What follows belongs to an exercise in optimizing a design on an open flow for small area; a production flow would make more cautious choices. Function was checked by simulation only, so behaviour that the tests miss may differ from the original. Power and IR drop assume default switching activity.

<file path="flow/config.mk">
export PLATFORM = sky130hd
export DESIGN_NAME = typing_test_top
export DESIGN_NICKNAME = typing_test_top
export VERILOG_FILES = /design/flow/design.v
export SDC_FILE = /design/flow/constraint.sdc
export NUM_CORES = 4
export LEC_CHECK = 0
export CAP_MARGIN = 20
export CORE_MARGIN = 2
export CORE_UTILIZATION = 40
export SLEW_MARGIN = 20
</file>
<file path="flow/constraint.sdc">
create_clock -name core_clock -period 160.0 [get_ports {clk}]
set_input_delay 32.0000 -clock core_clock [delete_from_list [all_inputs] [get_ports {clk}]]
set_output_delay 32.0000 -clock core_clock [all_outputs]
set_load 0.01 [all_outputs]
</file>
<file path="flow/design.v">
`timescale 1ns / 1ps
module typing_test_top(
        input wire clk,
        input wire rst,  
        input wire [3:0] rows,
        output wire [3:0] cols,
        output wire [3:0] Anode_Activate,
        output wire [6:0] LED_out,
        output wire SSD_Anode_Activate,
        output wire [6:0] SSD_LED_out
    );
    reg [12:0] cnt;
    wire cnt_wrap = &{cnt[12], cnt[10:8], cnt[6:5], cnt[3:0]};  
    wire one_hz = (cnt == 13'd0);
    wire fast_tick = (cnt[3:0] == 4'd7);
    always @(posedge clk) begin
        if (rst || cnt_wrap) cnt <= 13'd0;
        else cnt <= cnt + 13'd1;
    end
    reg [1:0] led_select;
    always @(posedge clk) begin
        if (rst) led_select <= 2'd0;
        else if (fast_tick) led_select <= led_select + 2'd1;
    end
    reg [6:0] timer;
    reg sampling;
    reg [1:0] col_select;    
    reg [3:0] dec;
    reg bp;                  
    reg rise;                
    wire scan   = !sampling && timer[5] && timer[3];                
    wire sample = sampling && (&timer[6:3]);                        
    wire scan1  = sampling && (timer == 7'd0);                      
    wire press  = scan1 && rise;                                    
    wire any_row = (rows != 4'b1111);
    reg [3:0] dec_next;
    reg dec_hit;
    always @(*) begin
        dec_hit = 1'b1;
        dec_next = 4'd0;
        case ({col_select, rows})
            6'b00_0111: dec_next = 4'h1;
            6'b00_1011: dec_next = 4'h4;
            6'b00_1101: dec_next = 4'h7;
            6'b00_1110: dec_next = 4'h0;
            6'b01_0111: dec_next = 4'h2;
            6'b01_1011: dec_next = 4'h5;
            6'b01_1101: dec_next = 4'h8;
            6'b01_1110: dec_next = 4'hF;
            6'b10_0111: dec_next = 4'h3;
            6'b10_1011: dec_next = 4'h6;
            6'b10_1101: dec_next = 4'h9;
            6'b10_1110: dec_next = 4'hE;
            6'b11_0111: dec_next = 4'hA;
            6'b11_1011: dec_next = 4'hB;
            6'b11_1101: dec_next = 4'hC;
            6'b11_1110: dec_next = 4'hD;
            default: dec_hit = 1'b0;
        endcase
    end
    always @(posedge clk) begin
        if (rst) begin
            timer <= 7'd0;
            sampling <= 1'b0;
            col_select <= 2'd0;
            dec <= 4'd0;
            bp <= 1'b0;
            rise <= 1'b0;
        end else begin
            if (scan) begin
                timer <= 7'd0;
                sampling <= 1'b1;
            end else begin
                timer <= timer + 7'd1;
                if (sample) sampling <= 1'b0;
            end
            if (scan1) col_select <= col_select + 2'd1;
            if (sample) begin
                rise <= any_row && !bp;
                if (any_row && !bp) begin
                    bp <= 1'b1;
                    if (dec_hit) dec <= dec_next;
                end
                if (!any_row && bp) bp <= 1'b0;
            end
        end
    end
    assign cols = (col_select == 2'd0) ? 4'b0111 :
                  (col_select == 2'd1) ? 4'b1011 :
                  (col_select == 2'd2) ? 4'b1101 : 4'b1110;
    reg [15:0] lfsr;
    always @(posedge clk) begin
        if (rst) lfsr <= 16'hD670;
        else lfsr <= {lfsr[14:0], lfsr[15] ^ lfsr[13] ^ lfsr[12] ^ lfsr[10]};
    end
    function [3:0] mod10(input [3:0] x);
        mod10 = (x >= 4'd10) ? x - 4'd10 : x;
    endfunction
    wire [3:0] rand_one   = mod10(lfsr[3:0]);
    wire [3:0] rand_two   = mod10(lfsr[7:4]);
    wire [3:0] rand_three = mod10(lfsr[11:8]);
    wire [3:0] rand_four  = mod10(lfsr[15:12]);
    reg [1:0] mode;          
    reg pm10;                
    reg [1:0] cdig;          
    reg [3:0] nw0, nw1, nw2, nw3;    
    reg [3:0] cw0, cw1, cw2, cw3;    
    reg [3:0] rw0, rw1, rw2, rw3;    
    reg [3:0] acc_d1, acc_d2;        
    reg [6:0] acc;                   
    reg [15:0] S;            
    reg signed [17:0] D;
    reg [6:0] q;
    reg nz;                  
    reg [15:0] E;
    reg [3:0] e_one, e_ten;          
    wire is_sel  = (mode == 2'd0);
    wire is_test = (mode == 2'd1);
    wire is_res  = (mode == 2'd2);
    wire key_b = (dec == 4'hB);
    wire nw_zero = (nw0 == 4'd0) && (nw1 == 4'd0) && (nw2 == 4'd0) && (nw3 == 4'd0);
    wire start = press && !key_b && is_sel && (dec == 4'hA) && !nw_zero;
    wire tpress = press && !key_b && is_test;
    reg [3:0] cur_digit;
    always @(*) begin
        case (cdig)
            2'd0: cur_digit = cw0;
            2'd1: cur_digit = cw1;
            2'd2: cur_digit = cw2;
            default: cur_digit = cw3;
        endcase
    end
    wire correct = (dec == cur_digit);
    wire word_done = tpress && correct && (cdig == 2'd0);
    wire last_word = (rw3 == 4'd0) && (rw2 == 4'd0) && (rw1 == 4'd0) && (rw0 == 4'd1);
    wire tick = one_hz && is_test;
    wire [6:0] acc_m = acc - {3'd0, acc_d2};
    reg [3:0] nd1, nd2;
    always @(*) begin
        if (acc == 7'd100) begin
            nd1 = 4'd10;
            nd2 = 4'd10;
        end else begin
            nd2 = acc % 7'd10;
            if (acc >= {3'd0, acc_d2}) nd1 = acc_m / 7'd10;
            else if ({3'd0, acc_d2} - acc <= 7'd6) nd1 = 4'd9;
            else nd1 = 4'd8;
        end
    end
    wire [7:0] kq = (correct ? 8'd100 : 8'd0) - {1'b0, q};
    wire signed [17:0] addend = tpress ? {{10{kq[7]}}, kq} :
                                D[17] ? {2'b00, S} : ~{2'b00, S};
    wire signed [17:0] dsum = D + addend + ((!tpress && !D[17]) ? 18'sd1 : 18'sd0);
    always @(posedge clk) begin
        if (rst) begin
            mode <= 2'd0;
            pm10 <= 1'b0;
            cdig <= 2'd3;
            {nw3, nw2, nw1, nw0} <= 16'd0;
            {cw3, cw2, cw1, cw0} <= 16'd0;
            {rw3, rw2, rw1, rw0} <= 16'd0;
            acc_d1 <= 4'd0;
            acc_d2 <= 4'd0;
            acc <= 7'd100;
            S <= 16'd0;
            D <= 18'sd0;
            q <= 7'd0;
            nz <= 1'b0;
            E <= 16'd0;
            e_one <= 4'd0;
            e_ten <= 4'd0;
        end else begin
            pm10 <= is_res;
            if (tick) begin
                E <= E + 16'd1;
                if (e_one == 4'd9) begin
                    e_one <= 4'd0;
                    e_ten <= e_ten + 4'd1;
                end else e_one <= e_one + 4'd1;
            end else if (is_sel) begin
                E <= 16'd0;
                e_one <= 4'd0;
                e_ten <= 4'd0;
            end
            if (!tpress && nz) begin
                if (D[17]) begin
                    D <= dsum;
                    q <= q - 7'd1;
                end else if (!dsum[17]) begin
                    D <= dsum;
                    q <= q + 7'd1;
                end
            end
            if (press) begin
                if (key_b) begin
                    if (is_sel) {nw3, nw2, nw1, nw0} <= 16'd0;
                    else mode <= 2'd0;
                    cdig <= 2'd3;
                    acc <= 7'd100;
                    acc_d1 <= 4'd0;
                    acc_d2 <= 4'd0;
                    S <= 16'd0;
                    D <= 18'sd0;
                    q <= 7'd0;
                    nz <= 1'b0;
                end else if (is_sel) begin
                    if (start) begin
                        mode <= 2'd1;
                        cdig <= 2'd3;
                        {rw3, rw2, rw1, rw0} <= {nw3, nw2, nw1, nw0};
                        cw0 <= rand_four;
                        cw1 <= rand_three;
                        cw2 <= rand_two;
                        cw3 <= rand_one;
                    end else begin
                        {nw3, nw2, nw1, nw0} <= {nw2, nw1, nw0, dec};
                    end
                end else if (is_test) begin
                    acc <= nz ? q : 7'd100;
                    acc_d1 <= nd1;
                    acc_d2 <= nd2;
                    S <= S + 16'd1;
                    D <= dsum;
                    if (correct) begin
                        nz <= 1'b1;
                        cdig <= cdig - 2'd1;
                        if (cdig == 2'd0) begin
                            cw0 <= rand_one;
                            cw1 <= rand_two;
                            cw2 <= rand_three;
                            cw3 <= rand_four;
                            if (last_word) mode <= 2'd2;
                            else begin
                                if (rw0 != 4'd0) rw0 <= rw0 - 4'd1;
                                else begin
                                    rw0 <= 4'd9;
                                    if (rw1 != 4'd0) rw1 <= rw1 - 4'd1;
                                    else begin
                                        rw1 <= 4'd9;
                                        if (rw2 != 4'd0) rw2 <= rw2 - 4'd1;
                                        else begin
                                            rw2 <= 4'd9;
                                            rw3 <= rw3 - 4'd1;
                                        end
                                    end
                                end
                            end
                        end
                    end
                end
            end
        end
    end
    wire [19:0] N = nw0 * 20'd60 + nw1 * 20'd600 + nw2 * 20'd6000 + nw3 * 20'd60000;
    reg busy, job1;
    reg [4:0] bc;
    reg [15:0] R;
    reg [3:0] wm, wh;        
    reg [3:0] cur_m, cur_h;
    wire nbit = N[5'd19 - bc];
    wire [16:0] R2 = {R, nbit};
    wire [17:0] rdiff = {1'b0, R2} - {2'b00, E} - {17'd0, !job1};
    wire qb = !rdiff[17];
    wire [4:0] m2 = {wm, qb};
    wire qq = (m2 >= 5'd10);
    wire [3:0] wm_n = qq ? m2 - 5'd10 : m2[3:0];
    wire [3:0] wh_n = {wh[2:0], qq};
    wire last = busy && (bc == 5'd19);
    always @(posedge clk) begin
        if (rst) begin
            busy <= 1'b0;
            job1 <= 1'b0;
            bc <= 5'd0;
            R <= 16'd0;
            wm <= 4'd0;
            wh <= 4'd0;
            cur_m <= 4'd0;
            cur_h <= 4'd0;
        end else if (start || (is_test && ((tick && !busy) || (last && (job1 || tick))))) begin
            if (start) begin
                cur_m <= 4'd0;
                cur_h <= 4'd0;
            end else if (last) begin
                cur_m <= wm_n;
                cur_h <= wh_n;
            end else begin
                cur_m <= wm;
                cur_h <= wh;
            end
            busy <= 1'b1;
            job1 <= 1'b0;
            bc <= 5'd0;
            R <= 16'd0;
            wm <= 4'd0;
            wh <= 4'd0;
        end else if (busy) begin
            if (tick) job1 <= 1'b1;
            bc <= bc + 5'd1;
            R <= qb ? rdiff[15:0] : R2[15:0];
            wm <= wm_n;
            wh <= wh_n;
            if (last) busy <= 1'b0;
        end
    end
    wire one_en = !pm10 && (cdig == 2'd3);
    wire two_en = !pm10 && cdig[1];
    wire three_en = (cdig != 2'd0);
    reg [3:0] digit_one, digit_two, digit_three, digit_four;
    always @(*) begin
        case (mode)
            2'd0: {digit_one, digit_two, digit_three, digit_four} = {nw3, nw2, nw1, nw0};
            2'd1: {digit_one, digit_two, digit_three, digit_four} = {cw3, cw2, cw1, cw0};
            2'd2: {digit_one, digit_two, digit_three, digit_four} = {e_ten, e_one, cur_h, cur_m};
            default: {digit_one, digit_two, digit_three, digit_four} = 16'd0;
        endcase
    end
    reg [3:0] an;
    reg [3:0] bcd;
    always @(*) begin
        an = 4'b1111;
        bcd = 4'd0;
        case (led_select)
            2'd0: if (one_en) begin an = 4'b0111; bcd = digit_one; end
            2'd1: if (two_en) begin an = 4'b1011; bcd = digit_two; end
            2'd2: if (three_en) begin an = 4'b1101; bcd = digit_three; end
            default: begin an = 4'b1110; bcd = digit_four; end
        endcase
    end
    assign Anode_Activate = an;
    reg [6:0] seg;
    always @(*) begin
        case (bcd)
            4'd1: seg = 7'b1001111;
            4'd2: seg = 7'b0010010;
            4'd3: seg = 7'b0000110;
            4'd4: seg = 7'b1001100;
            4'd5: seg = 7'b0100100;
            4'd6: seg = 7'b0100000;
            4'd7: seg = 7'b0001111;
            4'd8: seg = 7'b0000000;
            4'd9: seg = 7'b0000100;
            default: seg = 7'b0000001;
        endcase
    end
    assign LED_out = seg;
    wire acc_en = !is_sel;
    wire [3:0] sbcd = !acc_en ? 4'hF : (led_select[0] ? acc_d2 : acc_d1);
    assign SSD_Anode_Activate = led_select[0];
    reg [6:0] sseg;
    always @(*) begin
        case (sbcd)
            4'd0: sseg = 7'b0111111;
            4'd1: sseg = 7'b0110000;
            4'd2: sseg = 7'b1011011;
            4'd3: sseg = 7'b1111001;
            4'd4: sseg = 7'b1110100;
            4'd5: sseg = 7'b1101101;
            4'd6: sseg = 7'b1101111;
            4'd7: sseg = 7'b0111000;
            4'd8: sseg = 7'b1111111;
            4'd9: sseg = 7'b1111101;
            4'd10: sseg = 7'b1111110;
            default: sseg = 7'b1000000;
        endcase
    end
    assign SSD_LED_out = sseg;
endmodule
</file>
<file path="flow/run.sh">
#!/bin/bash
# synth_recipe.tcl (not shown) runs the flow's synth.tcl, then flattens the netlist and writes it again
# the make line also repeats each setting of config.mk as NAME=value (left out here)
make -C /OpenROAD-flow-scripts/flow DESIGN_CONFIG=/design/flow/config.mk WORK_HOME=/design/flow/orfs CLKGATE_MAP_FILE= SYNTH_SCRIPT=/design/flow/synth_recipe.tcl finish
</file>
==> results.cfg <==
[outcome]
outcome = timing/DRC/antenna clean

[timing]
period_minus_slack_ns = 36.25
setup_tns_ns = 0
hold_viol = 0
finalMaxSlewViolations = 0
finalClockSkew_ns = 0.0176
max_freq_ghz = 0.0276
finalCritPeriodShare_pct = 22.7
worst_slack_ns = 123.75
slew_headroom_pct = 28.1
tightest_slew_ns = 1.08
grt_setup_unrepaired = false
hold_slack_ns = 0.451
setup_viol = 0

[floorplanning]
rows = 76
start_util_pct = 40.5
die_w_um = 213
core_sq_mm = 0.0430
ios = 29
die_height_um = 213
dieArea_sq_mm = 0.0452

[global_routing]
grt_max_degree = 76
gr-total-overflow = 0
antenna_found_initial = 0
track_usage_pct = 18.4
grt_pass1_vias = 14100
grt_pass1_wl_um = 69400

[synthesis]
ys_seq_area_share_pct = 25.3
synth_ff_type = dfxtp_1
async_flop_share_pct = 0
synth_area_leaders = dfxtp_1, ha_1, nor2_1
synth_edf_count = 0
syn_inst = 2164
yosysTopAreaCellShare_pct = 25.3
ys_types = 83
synth_fp_nets = 2413
syn_area_sq_mm = 0.0174
ys_ff_latch = 220
yosysWarnings = 1
avgSynthCellArea_sq_um = 8.05
yosys.area.top_type = dfxtp_1

[layout]
final_cell_mix = nor2_1, dfxtp_1, ha_1
layout-drive-gt1-share_pct = 4.23
fill_cells = 4295
final_nets = 2383
utilization_pct = 44.1
synthToLayoutAreaGrowth_pct = 8.71
final_common_cell = nor2_1

[flow_run]
cap_violations = 0

[detailed_routing]
firstDrtPassIters = 5
routed_wirelength_um = 41700
viasPerCell = 5.45
drcViolationCount = 0
num_vias = 14900
wl_per_cell_um = 15.2
drt_iter0_drc = 899
postRouteAntennaNets = 0

[worst_setup_path]
worst-path-buf-inv = 3
reg2reg_slack_ns = 150.48
worstSetupPathType = reg2out
max_stage_delay_ns = 1.03
end_kind = output pin
cp_data_arrival_time_ns = 4.25
cp_max_fo = 22
r2r-start = nw0[2]
start_kind = register
path_delay_family = buffers and inverters
worst_path_max_delay_cell = dfxtp_1
crit_path_start = mode[1]
required_ns = 128.00
crit_chain = inv_1, nand2_1, o22ai_1, a222oi_1, o21ai_0, nand2_1, inv_1, ha_1, nor3b_1, clkdlybuf4s50_1

[hold_path]
worstHoldStart = timer[0]
hp-class = reg2reg

[clock_network]
post_cts_buffers = 0
ctsResizeCount = 0
cts_max_level = 1
root_buffer = clkbuf_16
cts_num_sinks = 220
path_clk_slew_ns = 0.06
numCtsBuffers = 26
ctsHoldBuffers = 0
cts_buffer_depth = 3
clk_latency_ns = 0.55
cts_tree = done

[power]
leakage_nw = 7.98
p_sw_uw = 26.0
comb_power_share_pct = 2.7
clockPowerShare_pct = 48.8
power.total_uw = 115
seq_power_share_pct = 48.5
switching_share_pct = 22.7
internal_power_uw = 88.7
peakVddDrop_uv = 6.75
power_density_mw_per_mm2 = 6.06

[placement]
dp_hpwl_um = 30900
port_buffers = 28
preCtsSetupSlack_ns = 124.36
gp_congestion = 0.871
cell families (layout without fill, tap and decap cells):
| group | Yosys count | count (layout) | synth area share, % |
|---|---|---|---|
| multiplexers | 61 | 61 | 3.51 |
| other | 0 | 1 | 0 |
| flip-flops | 220 | 220 | 25.3 |
| adder cells (fa/ha/maj) | 244 | 244 | 19.1 |
| XOR/XNOR | 135 | 135 | 6.79 |
| AND/OR/NAND/NOR | 634 | 634 | 17.1 |
| buffers and inverters | 303 | 289 | 6.71 |
| AO/OA/AOI/OAI | 567 | 567 | 21.5 |
cell usage after synthesis (31+ instances only):
master	number
nand2_1	135
a21oi_1	148
nand3_1	56
inv_1	203
dfxtp_1	220
a211oi_1	45
clkbuf_1	69
nor2_1	252
a21o_1	31
xor2_1	48
nor3_1	37
fa_1	37
ha_1	206
xnor2_1	87
o21ai_0	109
mux2i_1	60
layer usage:
| layer | share of wire, % | up-vias | GRT usage [%] | routed length (um) |
|---|---|---|---|---|
| met4 | 1.5 | 0 | 3.91 | 633 |
| met5 | 0 | - | 0 | 0 |
| met1 | 47 | 7027 | 24.6 | 19800 |
| met3 | 4.2 | 44 | 2.40 | 1760 |
| li1 | - | 7551 | - | - |
| met2 | 47 | 286 | 31.6 | 19500 |
state kept, by name (all words and copies together), names as in the netlist, 7 cells and up:
name / cells
D: 18
E: 16
R: 16
S: 16
acc: 7
cnt: 13
lfsr: 16
q: 7
timer: 7
path summary, 6_finish.rpt:
check | cells past startpoint | endpoint
worst max register to register | 35 | R[12]
worst max-delay path | 10 | LED_out[5]
worst min register to register | 1 | timer[0]
worst min-delay path | 1 | timer[0]
area by class of cell:
class	count	area, sq um	share of cell area, %
repair buffers	42	379	2.00
multi-input cells	1641	11900	62.6
well taps	585	732	3.87
inverters	203	762	4.02
flip-flops and latches	220	4400	23.3
clock inverters	6	41.3	0.218
clock buffers	38	756	3.99
diodes	1	2.50	0.0132
stage by stage:
step | area, sq um | instances
finish | 18900 | 2736
global placement | 18100 | 2690
CTS | 18900 | 2735
detailed placement | 18100 | 2691
global route | 18900 | 2735
floorplan | 17400 | 2164
power groups by stage:
stage	combinational (mW)	sequential [mW]	clock (mW)
finish	0.00310	0.0556	0.0560
global route	0.00354	0.0557	0.0598
CTS	0.00316	0.0556	0.0577
detailed placement	0.00314	0.0568	0
global placement	0.00306	0.0568	0
floorplan	0.00231	0.0567	0

separate check: timing with driven ports:
How much do the figures lean on ideal ports? The routed layout below was timed once more, with nothing changed but the port constraints. Step 1 sets driving cells, clkbuf_16 on the clock port and buf_2 on the other inputs (assumed; they add their load-dependent delay and slew). Step 2 adds t to the input delays and takes it off the output delays; t is the mean of the earliest and latest rising clock arrival at the registers after step 1. Input paths then give back, and output paths get back, about the clock's delay inside the block. Slacks: ideal ports / drivers / drivers and shift; pairs: ideal ports / drivers.
shift t [ns]: 0.595
slack for setup (ns): 123.754 / 123.700 / 124.295
pins driven straight from the clock port: 1
After both steps setup and hold are still met in this run. The setup slack of this run moves by -0.054 ns with the drivers and by +0.541 ns with both steps.
